From an optimization exercise on the open Yosys and OpenROAD flow, aimed at small area, a short achievable clock period and few clock cycles; shortcuts taken in it are not production practice.
At most, simulation tests tie the RTL to the original design; equivalence was not proved.
Power and IR drop assume default switching activity.

==> cedar: inputs <==
Design data_mem_subsystem, start of the top module:
module data_mem_subsystem(
    input flush,
    input clk,
    input wr_en,
    input [15:0] addr,
    input [7:0] rdata,
    output [7:0] wdata,
    output stall,
    output cache_hit,
    output [15:0] mem_addr,
    output mem_wr_en,
    output [7:0] mem_wdata,
    input [7:0] mem_rdata
    );
==> module data_mem_subsystem, before the edit <==
module data_mem_subsystem(
    input flush,
    input clk,
    input wr_en,
    input [15:0] addr,
    input [7:0] rdata,
    output [7:0] wdata,
    output stall,
    output cache_hit,
    output [15:0] mem_addr,
    output mem_wr_en,
    output [7:0] mem_wdata,
    input [7:0] mem_rdata
    );
wire [6:0] tag   = addr[15:9];
wire [5:0] index = addr[8:3];
reg [6:0] tag_field [0:63];
reg [63:0] valid;
reg       second;      
reg       rd_q;        
reg       valid_q;     
reg [6:0] diff_q;      
assign stall     = ~second;
assign cache_hit = rd_q | (valid_q & ~|diff_q);
assign wdata     = mem_rdata;
assign mem_wr_en = wr_en;
assign mem_wdata = rdata;
assign mem_addr  = addr;
wire [7:0] lo_n = ~(8'd1 << index[2:0]);
wire [7:0] hi_n = ~(8'd1 << index[5:3]);
wire alloc = second & rd_q;                  
wire [7:0] hi_wn = hi_n | {8{~alloc}};
wire [63:0] line;      
wire [63:0] line_we;   
genvar g, b, t;
generate
    for (g = 0; g < 64; g = g + 1) begin : g_dec
        dmc_nor2 u_sel (.a(hi_n[g/8]),  .b(lo_n[g%8]), .y(line[g]));
        dmc_nor2 u_we  (.a(hi_wn[g/8]), .b(lo_n[g%8]), .y(line_we[g]));
    end
endgenerate
wire [7:0] ent [0:63];
wire [21:0] part_n [0:7];
wire [7:0] entry;
generate
    for (g = 0; g < 64; g = g + 1) begin : g_ent
        assign ent[g] = {valid[g], tag_field[g]};
    end
    for (b = 0; b < 8; b = b + 1) begin : g_bit
        for (t = 0; t < 21; t = t + 1) begin : g_term
            dmc_aoi222 u (.a0(line[3*t]),   .b0(ent[3*t][b]),
                          .a1(line[3*t+1]), .b1(ent[3*t+1][b]),
                          .a2(line[3*t+2]), .b2(ent[3*t+2][b]),
                          .y(part_n[b][t]));
        end
        assign part_n[b][21] = ~(line[63] & ent[63][b]);
        assign entry[b] = ~&part_n[b];
    end
endgenerate
integer i;
always @(posedge clk) begin
    second  <= ~second & ~flush;
    rd_q    <= ~wr_en;
    valid_q <= entry[7];
    diff_q  <= entry[6:0] ^ tag;
    for (i = 0; i < 64; i = i + 1) begin
        if (line_we[i])
            tag_field[i] <= tag;
        valid[i] <= ~flush & (valid[i] | line_we[i]);
    end
end
endmodule
export LEC_CHECK = 0
export CAP_MARGIN = 20
export CORE_MARGIN = 2
export CORE_UTILIZATION = 50
export SLEW_MARGIN = 20
export SYNTH_HIERARCHICAL = 1
export SYNTH_MEMORY_MAX_BITS = 8192
export SYNTH_MINIMUM_KEEP_SIZE = 0
create_clock -name core_clock -period 10.0 [get_ports {clk}]
standard.sh (not shown) runs the stock make flow with config.mk's settings and CLKGATE_MAP_FILE= SYNTH_SCRIPT=/design/flow/synth_recipe.tcl, a recipe that flattens the netlist after the stock synthesis.
==> flow/flow/run.sh <==
#!/bin/bash
set -euo pipefail
export SETUP_SLACK_MARGIN=5.8
export BUFFER_PORTS_ARGS="-buffer_cell sky130_fd_sc_hd__buf_4"
bash standard.sh > orfs_make.log 2>&1
==> tundra: changes against cedar <==
--- a/flow/design.v
+++ b/flow/design.v
@@ -6,2 +6,14 @@
 assign y = ~((a0 & b0) | (a1 & b1) | (a2 & b2));
+endmodule
+module dmc_dec3n(input [2:0] a, output [7:0] y_n);
+assign y_n = ~(8'd1 << a);
+endmodule
+module dmc_nand4(input a, input b, input c, input d, output y);
+assign y = ~(a & b & c & d);
+endmodule
+module dmc_nand2(input a, input b, output y);
+assign y = ~(a & b);
+endmodule
+module dmc_nor3(input a, input b, input c, output y);
+assign y = ~(a | b | c);
 endmodule
@@ -35,6 +47,8 @@
 assign mem_addr  = addr;
-wire [7:0] lo_n = ~(8'd1 << index[2:0]);
-wire [7:0] hi_n = ~(8'd1 << index[5:3]);
+wire [7:0] lo_n, hi_n;
+dmc_dec3n u_lo (.a(index[2:0]), .y_n(lo_n));
+dmc_dec3n u_hi (.a(index[5:3]), .y_n(hi_n));
 wire alloc = second & rd_q;                  
-wire [7:0] hi_wn = hi_n | {8{~alloc}};
+wire [7:0] lo_wn = ~(8'd1 << index[2:0]);
+wire [7:0] hi_wn = ~((8'd1 << index[5:3]) & {8{alloc}});
 wire [63:0] line;      
@@ -45,3 +59,3 @@
         dmc_nor2 u_sel (.a(hi_n[g/8]),  .b(lo_n[g%8]), .y(line[g]));
-        dmc_nor2 u_we  (.a(hi_wn[g/8]), .b(lo_n[g%8]), .y(line_we[g]));
+        dmc_nor2 u_we  (.a(hi_wn[g/8]), .b(lo_wn[g%8]), .y(line_we[g]));
     end
@@ -62,4 +76,13 @@
         end
-        assign part_n[b][21] = ~(line[63] & ent[63][b]);
-        assign entry[b] = ~&part_n[b];
+        dmc_nand2 u_last (.a(line[63]), .b(ent[63][b]), .y(part_n[b][21]));
+        wire [5:0] grp;
+        wire [1:0] grp_n;
+        for (t = 0; t < 5; t = t + 1) begin : g_grp
+            dmc_nand4 u (.a(part_n[b][4*t]), .b(part_n[b][4*t+1]),
+                         .c(part_n[b][4*t+2]), .d(part_n[b][4*t+3]), .y(grp[t]));
+        end
+        dmc_nand2 u_g5 (.a(part_n[b][20]), .b(part_n[b][21]), .y(grp[5]));
+        dmc_nor3 u_n0 (.a(grp[0]), .b(grp[1]), .c(grp[2]), .y(grp_n[0]));
+        dmc_nor3 u_n1 (.a(grp[3]), .b(grp[4]), .c(grp[5]), .y(grp_n[1]));
+        dmc_nand2 u_out (.a(grp_n[0]), .b(grp_n[1]), .y(entry[b]));
     end
==> flow/flow/run.sh (replaced) <==
#!/bin/bash
set -euo pipefail
export SETUP_SLACK_MARGIN=5.75
export BUFFER_PORTS_ARGS="-buffer_cell sky130_fd_sc_hd__buf_4"
bash standard.sh > orfs_make.log 2>&1
CORE_UTILIZATION = 65   (was 50)
CTS_BUF_LIST = sky130_fd_sc_hd__clkbuf_8   (was not set)
CTS_CLUSTER_DIAMETER = 50   (was not set)
CTS_CLUSTER_SIZE = 16   (was not set)
==> notes.md <==
Overall track demand over capacity in global routing: tundra 0.300; cedar 0.256
Routed vias: tundra 10.9k; cedar 11.1k
Final-layout fill cell count: tundra 1865; cedar 2703
Global-route met3 utilization: tundra 0.0570; cedar 0.0433
Slew at the pin closest to its max-slew limit: tundra 0.886 ns; cedar 0.965 ns
Starting density of the core: tundra 0.655; cedar 0.507
Worst R2R End: tundra tag_field[57][5]$_DFFE_PP_; cedar diff_q[3]$_DFF_P_
Area fraction of the dominant cell type after synthesis: tundra 0.719; cedar 0.725
Worst hold path depth: tundra 1; cedar 2
Run status: tundra complete, no violations; cedar complete, no violations
Final Cycle Share: tundra 0.425; cedar 0.425
Time the worst path needs with I/O delays and setup: tundra 4.25 ns; cedar 4.25 ns
Depth of the worst register-to-register path: tundra 3; cedar 5
Number of non-clock buffers: tundra 49; cedar 74
Worst Setup SP: tundra addr[5]; cedar addr[12]
Worst hold margin: tundra 0.458 ns; cedar 0.466 ns
Met2 routed WL: tundra 21.2 mm; cedar 23.8 mm
Number of global-route vias before repair: tundra 10.4k; cedar 10.7k
Overall routed net length: tundra 45.0 mm; cedar 49.6 mm
Fmax: tundra 0.235 GHz; cedar 0.235 GHz
Half-perimeter wire length after detailed placement: tundra 27.0 mm; cedar 28.5 mm
Power Sequential: tundra 0.00237 W; cedar 0.00238 W
Average wire per standard cell: tundra 28.4 um; cedar 29.3 um
Post-route core utilization: tundra 0.724; cedar 0.596
Row count: tundra 62; cedar 70
Cell area after technology mapping: tundra 18700 sq um; cedar 18600 sq um
Testbench counts of tundra, summed over its fixed seeds: cycles 64,000.
Only the layout flow was run in cedar; the RTL was not checked for function there.

========
==> inputs of quartz <==
==> flow/design.v <==
`timescale 1ns / 1ps
module dmc_nor2(input a, input b, output y);
assign y = ~(a | b);
endmodule
module dmc_aoi222(input a0, input b0, input a1, input b1, input a2, input b2, output y);
assign y = ~((a0 & b0) | (a1 & b1) | (a2 & b2));
endmodule
module dmc_nand4(input a, input b, input c, input d, output y);
assign y = ~(a & b & c & d);
endmodule
module dmc_nand2(input a, input b, output y);
assign y = ~(a & b);
endmodule
module dmc_nor3(input a, input b, input c, output y);
assign y = ~(a | b | c);
endmodule
module data_mem_subsystem(
    input flush,
    input clk,
    input wr_en,
    input [15:0] addr,
    input [7:0] rdata,
    output [7:0] wdata,
    output stall,
    output cache_hit,
    output [15:0] mem_addr,
    output mem_wr_en,
    output [7:0] mem_wdata,
    input [7:0] mem_rdata
    );
wire [6:0] tag   = addr[15:9];
wire [5:0] index = addr[8:3];
reg [6:0] tag_field [0:63];
reg [63:0] valid;
reg       second;      
reg       rd_q;        
reg       valid_q;     
reg [6:0] diff_q;      
assign stall     = ~second;
assign cache_hit = rd_q | (valid_q & ~|diff_q);
assign wdata     = mem_rdata;
assign mem_wr_en = wr_en;
assign mem_wdata = rdata;
assign mem_addr  = addr;
wire [7:0] lo_n = ~(8'd1 << index[2:0]);
wire [7:0] hi_n = ~(8'd1 << index[5:3]);
wire alloc = second & rd_q;                  
wire [7:0] hi_wn = hi_n | {8{~alloc}};
wire [63:0] line;      
wire [63:0] line_we;   
genvar g, b, t;
generate
    for (g = 0; g < 64; g = g + 1) begin : g_dec
        dmc_nor2 u_sel (.a(hi_n[g/8]),  .b(lo_n[g%8]), .y(line[g]));
        dmc_nor2 u_we  (.a(hi_wn[g/8]), .b(lo_n[g%8]), .y(line_we[g]));
    end
endgenerate
wire [7:0] ent [0:63];
wire [21:0] part_n [0:7];
wire [7:0] entry;
generate
    for (g = 0; g < 64; g = g + 1) begin : g_ent
        assign ent[g] = {valid[g], tag_field[g]};
    end
    for (b = 0; b < 8; b = b + 1) begin : g_bit
        for (t = 0; t < 21; t = t + 1) begin : g_term
            dmc_aoi222 u (.a0(line[3*t]),   .b0(ent[3*t][b]),
                          .a1(line[3*t+1]), .b1(ent[3*t+1][b]),
                          .a2(line[3*t+2]), .b2(ent[3*t+2][b]),
                          .y(part_n[b][t]));
        end
        dmc_nand2 u_last (.a(line[63]), .b(ent[63][b]), .y(part_n[b][21]));
        wire [5:0] grp;
        wire [1:0] grp_n;
        for (t = 0; t < 5; t = t + 1) begin : g_grp
            dmc_nand4 u (.a(part_n[b][4*t]), .b(part_n[b][4*t+1]),
                         .c(part_n[b][4*t+2]), .d(part_n[b][4*t+3]), .y(grp[t]));
        end
        dmc_nand2 u_g5 (.a(part_n[b][20]), .b(part_n[b][21]), .y(grp[5]));
        dmc_nor3 u_n0 (.a(grp[0]), .b(grp[1]), .c(grp[2]), .y(grp_n[0]));
        dmc_nor3 u_n1 (.a(grp[3]), .b(grp[4]), .c(grp[5]), .y(grp_n[1]));
        dmc_nand2 u_out (.a(grp_n[0]), .b(grp_n[1]), .y(entry[b]));
    end
endgenerate
integer i;
always @(posedge clk) begin
    second  <= ~second & ~flush;
    rd_q    <= ~wr_en;
    valid_q <= entry[7];
    diff_q  <= entry[6:0] ^ tag;
    for (i = 0; i < 64; i = i + 1) begin
        if (line_we[i])
            tag_field[i] <= tag;
        valid[i] <= ~flush & (valid[i] | line_we[i]);
    end
end
endmodule
==> flow/flow/run.sh <==
#!/bin/bash
set -euo pipefail
export SETUP_SLACK_MARGIN=5.75
export BUFFER_PORTS_ARGS="-buffer_cell sky130_fd_sc_hd__buf_4"
bash standard.sh > orfs_make.log 2>&1
==> flow/standard.sh <==
#!/bin/bash
# synth_recipe.tcl (not shown) runs the flow's synth.tcl, then flattens the netlist and writes it again
# the make line also repeats each setting of config.mk as NAME=value (left out here)
make -C /OpenROAD-flow-scripts/flow DESIGN_CONFIG=/design/flow/config.mk WORK_HOME=/design/flow/orfs CLKGATE_MAP_FILE= SYNTH_SCRIPT=/design/flow/synth_recipe.tcl "${@:-finish}"
==> flow/config.mk <==
export PLATFORM = sky130hd
export DESIGN_NAME = data_mem_subsystem
export DESIGN_NICKNAME = data_mem_subsystem
export VERILOG_FILES = /design/flow/design.v
export SDC_FILE = /design/flow/constraint.sdc
export NUM_CORES = 4
export LEC_CHECK = 0
export CAP_MARGIN = 20
export CORE_MARGIN = 2
export CORE_UTILIZATION = 65
export CTS_BUF_LIST = sky130_fd_sc_hd__clkbuf_8 sky130_fd_sc_hd__clkbuf_16
export CTS_CLUSTER_DIAMETER = 60
export CTS_CLUSTER_SIZE = 20
export SLEW_MARGIN = 20
export SYNTH_HIERARCHICAL = 1
export SYNTH_MEMORY_MAX_BITS = 8192
export SYNTH_MINIMUM_KEEP_SIZE = 0
==> flow/constraint.sdc <==
create_clock -name core_clock -period 10.0 [get_ports {clk}]
set_input_delay 2.0000 -clock core_clock [delete_from_list [all_inputs] [get_ports {clk}]]
set_output_delay 2.0000 -clock core_clock [all_outputs]
set_load 0.01 [all_outputs]
==> inputs of indigo, as changes to quartz <==
==> flow/design.v, changed modules only <==
module data_mem_subsystem(
    input flush,
    input clk,
    input wr_en,
    input [15:0] addr,
    input [7:0] rdata,
    output [7:0] wdata,
    output stall,
    output cache_hit,
    output [15:0] mem_addr,
    output mem_wr_en,
    output [7:0] mem_wdata,
    input [7:0] mem_rdata
    );
wire [6:0] tag   = addr[15:9];
wire [5:0] index = addr[8:3];
reg [6:0] tag_field [0:63];
reg [63:0] valid;
reg       second;      
reg       rd_q;        
reg [5:0] index_q;     
reg [6:0] tag_q;
reg [7:0] entry_q;     
assign stall     = ~second;
assign cache_hit = rd_q | (entry_q[7] & (entry_q[6:0] == tag_q));
assign wdata     = mem_rdata;
assign mem_wr_en = wr_en;
assign mem_wdata = rdata;
assign mem_addr  = addr;
always @(posedge clk) begin
    second  <= ~second & ~flush;
    rd_q    <= ~wr_en;
    index_q <= index;
    tag_q   <= tag;
    entry_q <= {valid[index], tag_field[index]};
    if (second & rd_q)
        tag_field[index_q] <= tag_q;
    if (flush)
        valid <= 64'd0;
    else if (second & rd_q)
        valid[index_q] <= 1'b1;
end
endmodule
// module dmc_nor2 removed
// module dmc_aoi222 removed
// module dmc_nand4 removed
// module dmc_nand2 removed
// module dmc_nor3 removed
==> flow/flow/run.sh (replaced) <==
#!/bin/bash
set -euo pipefail
export SETUP_SLACK_MARGIN=5.8
export BUFFER_PORTS_ARGS="-buffer_cell sky130_fd_sc_hd__buf_4"
bash standard.sh > orfs_make.log 2>&1
CORE_UTILIZATION = 50   (was 65)
SYNTH_HIERARCHICAL = unset   (was 1)
SYNTH_MINIMUM_KEEP_SIZE = unset   (was 0)
==> inputs of yarrow, as changes to quartz <==
==> flow/design.v, changed modules only <==
module dmc_dec3n(input [2:0] a, output [7:0] y_n);
assign y_n = ~(8'd1 << a);
endmodule
module data_mem_subsystem(
    input flush,
    input clk,
    input wr_en,
    input [15:0] addr,
    input [7:0] rdata,
    output [7:0] wdata,
    output stall,
    output cache_hit,
    output [15:0] mem_addr,
    output mem_wr_en,
    output [7:0] mem_wdata,
    input [7:0] mem_rdata
    );
wire [6:0] tag   = addr[15:9];
wire [5:0] index = addr[8:3];
reg [6:0] tag_field [0:63];
reg [63:0] valid;
reg       second;      
reg       rd_q;        
reg       valid_q;     
reg [6:0] diff_q;      
assign stall     = ~second;
assign cache_hit = rd_q | (valid_q & ~|diff_q);
assign wdata     = mem_rdata;
assign mem_wr_en = wr_en;
assign mem_wdata = rdata;
assign mem_addr  = addr;
wire [7:0] lo_n, hi_n;
dmc_dec3n u_lo (.a(index[2:0]), .y_n(lo_n));
dmc_dec3n u_hi (.a(index[5:3]), .y_n(hi_n));
wire alloc = second & rd_q;                  
wire [7:0] lo_wn = ~(8'd1 << index[2:0]);
wire [7:0] hi_wn = ~((8'd1 << index[5:3]) & {8{alloc}});
wire [63:0] line;      
wire [63:0] line_we;   
genvar g, b, t;
generate
    for (g = 0; g < 64; g = g + 1) begin : g_dec
        dmc_nor2 u_sel (.a(hi_n[g/8]),  .b(lo_n[g%8]), .y(line[g]));
        dmc_nor2 u_we  (.a(hi_wn[g/8]), .b(lo_wn[g%8]), .y(line_we[g]));
    end
endgenerate
wire [7:0] ent [0:63];
wire [21:0] part_n [0:7];
wire [7:0] entry;
generate
    for (g = 0; g < 64; g = g + 1) begin : g_ent
        assign ent[g] = {valid[g], tag_field[g]};
    end
    for (b = 0; b < 8; b = b + 1) begin : g_bit
        for (t = 0; t < 21; t = t + 1) begin : g_term
            dmc_aoi222 u (.a0(line[3*t]),   .b0(ent[3*t][b]),
                          .a1(line[3*t+1]), .b1(ent[3*t+1][b]),
                          .a2(line[3*t+2]), .b2(ent[3*t+2][b]),
                          .y(part_n[b][t]));
        end
        dmc_nand2 u_last (.a(line[63]), .b(ent[63][b]), .y(part_n[b][21]));
        wire [5:0] grp;
        wire [1:0] grp_n;
        for (t = 0; t < 5; t = t + 1) begin : g_grp
            dmc_nand4 u (.a(part_n[b][4*t]), .b(part_n[b][4*t+1]),
                         .c(part_n[b][4*t+2]), .d(part_n[b][4*t+3]), .y(grp[t]));
        end
        dmc_nand2 u_g5 (.a(part_n[b][20]), .b(part_n[b][21]), .y(grp[5]));
        dmc_nor3 u_n0 (.a(grp[0]), .b(grp[1]), .c(grp[2]), .y(grp_n[0]));
        dmc_nor3 u_n1 (.a(grp[3]), .b(grp[4]), .c(grp[5]), .y(grp_n[1]));
        dmc_nand2 u_out (.a(grp_n[0]), .b(grp_n[1]), .y(entry[b]));
    end
endgenerate
integer i;
always @(posedge clk) begin
    second  <= ~second & ~flush;
    rd_q    <= ~wr_en;
    valid_q <= entry[7];
    diff_q  <= entry[6:0] ^ tag;
    for (i = 0; i < 64; i = i + 1) begin
        if (line_we[i])
            tag_field[i] <= tag;
        valid[i] <= ~flush & (valid[i] | line_we[i]);
    end
end
endmodule
==> flow/flow/run.sh (replaced) <==
#!/bin/bash
set -euo pipefail
export SETUP_SLACK_MARGIN=5.9
export BUFFER_PORTS_ARGS="-buffer_cell sky130_fd_sc_hd__buf_4"
export CTS_ARGS="-sink_clustering_enable -repair_clock_nets -sink_clustering_size 20 -sink_clustering_max_diameter 60 -buf_list sky130_fd_sc_hd__clkbuf_8 -dont_use_dummy_load"
res=orfs/results/sky130hd/data_mem_subsystem/base
bash standard.sh "$PWD/$res/3_3_place_gp.odb" > orfs_make_place.log 2>&1
openroad -no_init -exit flow/port_feed.tcl > port_feed.log 2>&1
bash standard.sh > orfs_make.log 2>&1
==> flow/flow/port_feed.tcl (new file) <==
# Feed each output port's buffer straight from the input port when it is
# driven through that input port's buffer.
set odb orfs/results/sky130hd/data_mem_subsystem/base/3_3_place_gp.odb
read_db $odb
set block [ord::get_db_block]
set n 0
foreach bterm [$block getBTerms] {
  if {[$bterm getIoType] ne "OUTPUT"} { continue }
  set onet [$bterm getNet]
  set obuf ""
  foreach it [$onet getITerms] {
    if {[$it isOutputSignal]} { set obuf [$it getInst] }
  }
  if {$obuf eq "" || ![string match output* [$obuf getName]]} { continue }
  set a [$obuf findITerm A]
  set mnet [$a getNet]
  set ibuf ""
  foreach it [$mnet getITerms] {
    if {[$it isOutputSignal]} { set ibuf [$it getInst] }
  }
  if {$ibuf eq "" || ![string match input* [$ibuf getName]]} { continue }
  set pnet [[$ibuf findITerm A] getNet]
  set isport 0
  foreach bt [$pnet getBTerms] {
    if {[$bt getIoType] eq "INPUT"} { set isport 1 }
  }
  if {!$isport} { continue }
  $a disconnect
  $a connect $pnet
  puts "fed [$obuf getName] ([$bterm getName]) from port net [$pnet getName]"
  incr n
}
puts "reconnected $n output buffers"
write_db $odb
CTS_BUF_LIST = sky130_fd_sc_hd__clkbuf_8   (was sky130_fd_sc_hd__clkbuf_8 sky130_fd_sc_hd__clkbuf_16)
CTS_CLUSTER_DIAMETER = 50   (was 60)
CTS_CLUSTER_SIZE = 16   (was 20)
==> qor summary <==
                                                             indigo       yarrow       quartz
Met2 usage in global routing                                   0.354        0.445        0.461
Outcome                                     timing/DRC/antenna clean  timing/DRC/antenna clean  timing/DRC/antenna clean
Clock group power                                            1.51 mW       927 uW      1.46 mW
Hold endpoint                                                 second       second    valid[55]
Die width                                                     209 um       174 um       173 um
Core footprint                                           41700 sq um  28500 sq um  28000 sq um
Sequential fraction of total cell area                         0.657        0.758        0.714
Combinational power                                           247 uW       119 uW       154 uW
Syn-to-layout area delta                                       10.4%        5.27%        12.2%
Total CTS buffers                                                 37           37           36
Post-synthesis average cell area                          18.1 sq um   16.8 sq um   16.8 sq um
Worst slack after detailed placement                         4.69 ns      5.46 ns      5.14 ns
Sw Pwr                                                        911 uW       685 uW       812 uW
Gpl congestion                                                 0.807        0.894        0.859
Critical Path AT                                             2.22 ns      2.11 ns      2.25 ns
Overall fraction of global-route tracks in use                 0.229        0.285        0.304
Global-route wire length before repair                      72000 um     63600 um     66700 um
Length of the first detailed-routing pass in iterations            5            6            9
Synthesized-area fraction occupied by adder cells            0.00239            0            0
Worst Reg-to-Reg Cells                                             4            3            3
Vertical die dimension                                        209 um       174 um       173 um
Testbench counts of quartz, summed over its fixed seeds: cycles 64,000.
Testbench counts of indigo, summed over its fixed seeds: cycles 64,000.
Testbench counts of yarrow, summed over its fixed seeds: cycles 64,000.

==> re-timing with driven ports <==
How much do the figures lean on ideal ports? The routed layouts below were timed once more, with nothing changed but the port constraints.
Step 1: set_driving_cell puts a clkbuf_16 on clk and a buf_2 on each other input, an assumption about the parent block.
Step 2 moves the port delays by t, midway between the first and last clock arrival at a register: inputs arrive t later, outputs are due t later. That takes back most of the time a late clock gives input paths.
Three values: ideal ports, drivers, drivers and shift; two values: the first two.
| run | t (ns) | slack for setup (ns) | worst setup path after step 2 |
|---|---|---|---|
| cedar | 0.648 | 5.751 / 5.591 / 5.095 | input to register |
| tundra | 0.623 | 5.745 / 5.568 / 5.317 | input to register |
| quartz | 0.570 | 5.753 / 5.536 / 5.437 | input to register |
| indigo | 0.613 | 5.782 / 5.600 / 5.258 | input to register |
| yarrow | 0.585 | 5.887 / 5.701 / 5.356 | input to register |
After both steps every run listed still meets setup and hold. The setup slack of cedar, which loses most, moves by -0.160 ns with the drivers and by -0.656 ns with both steps.
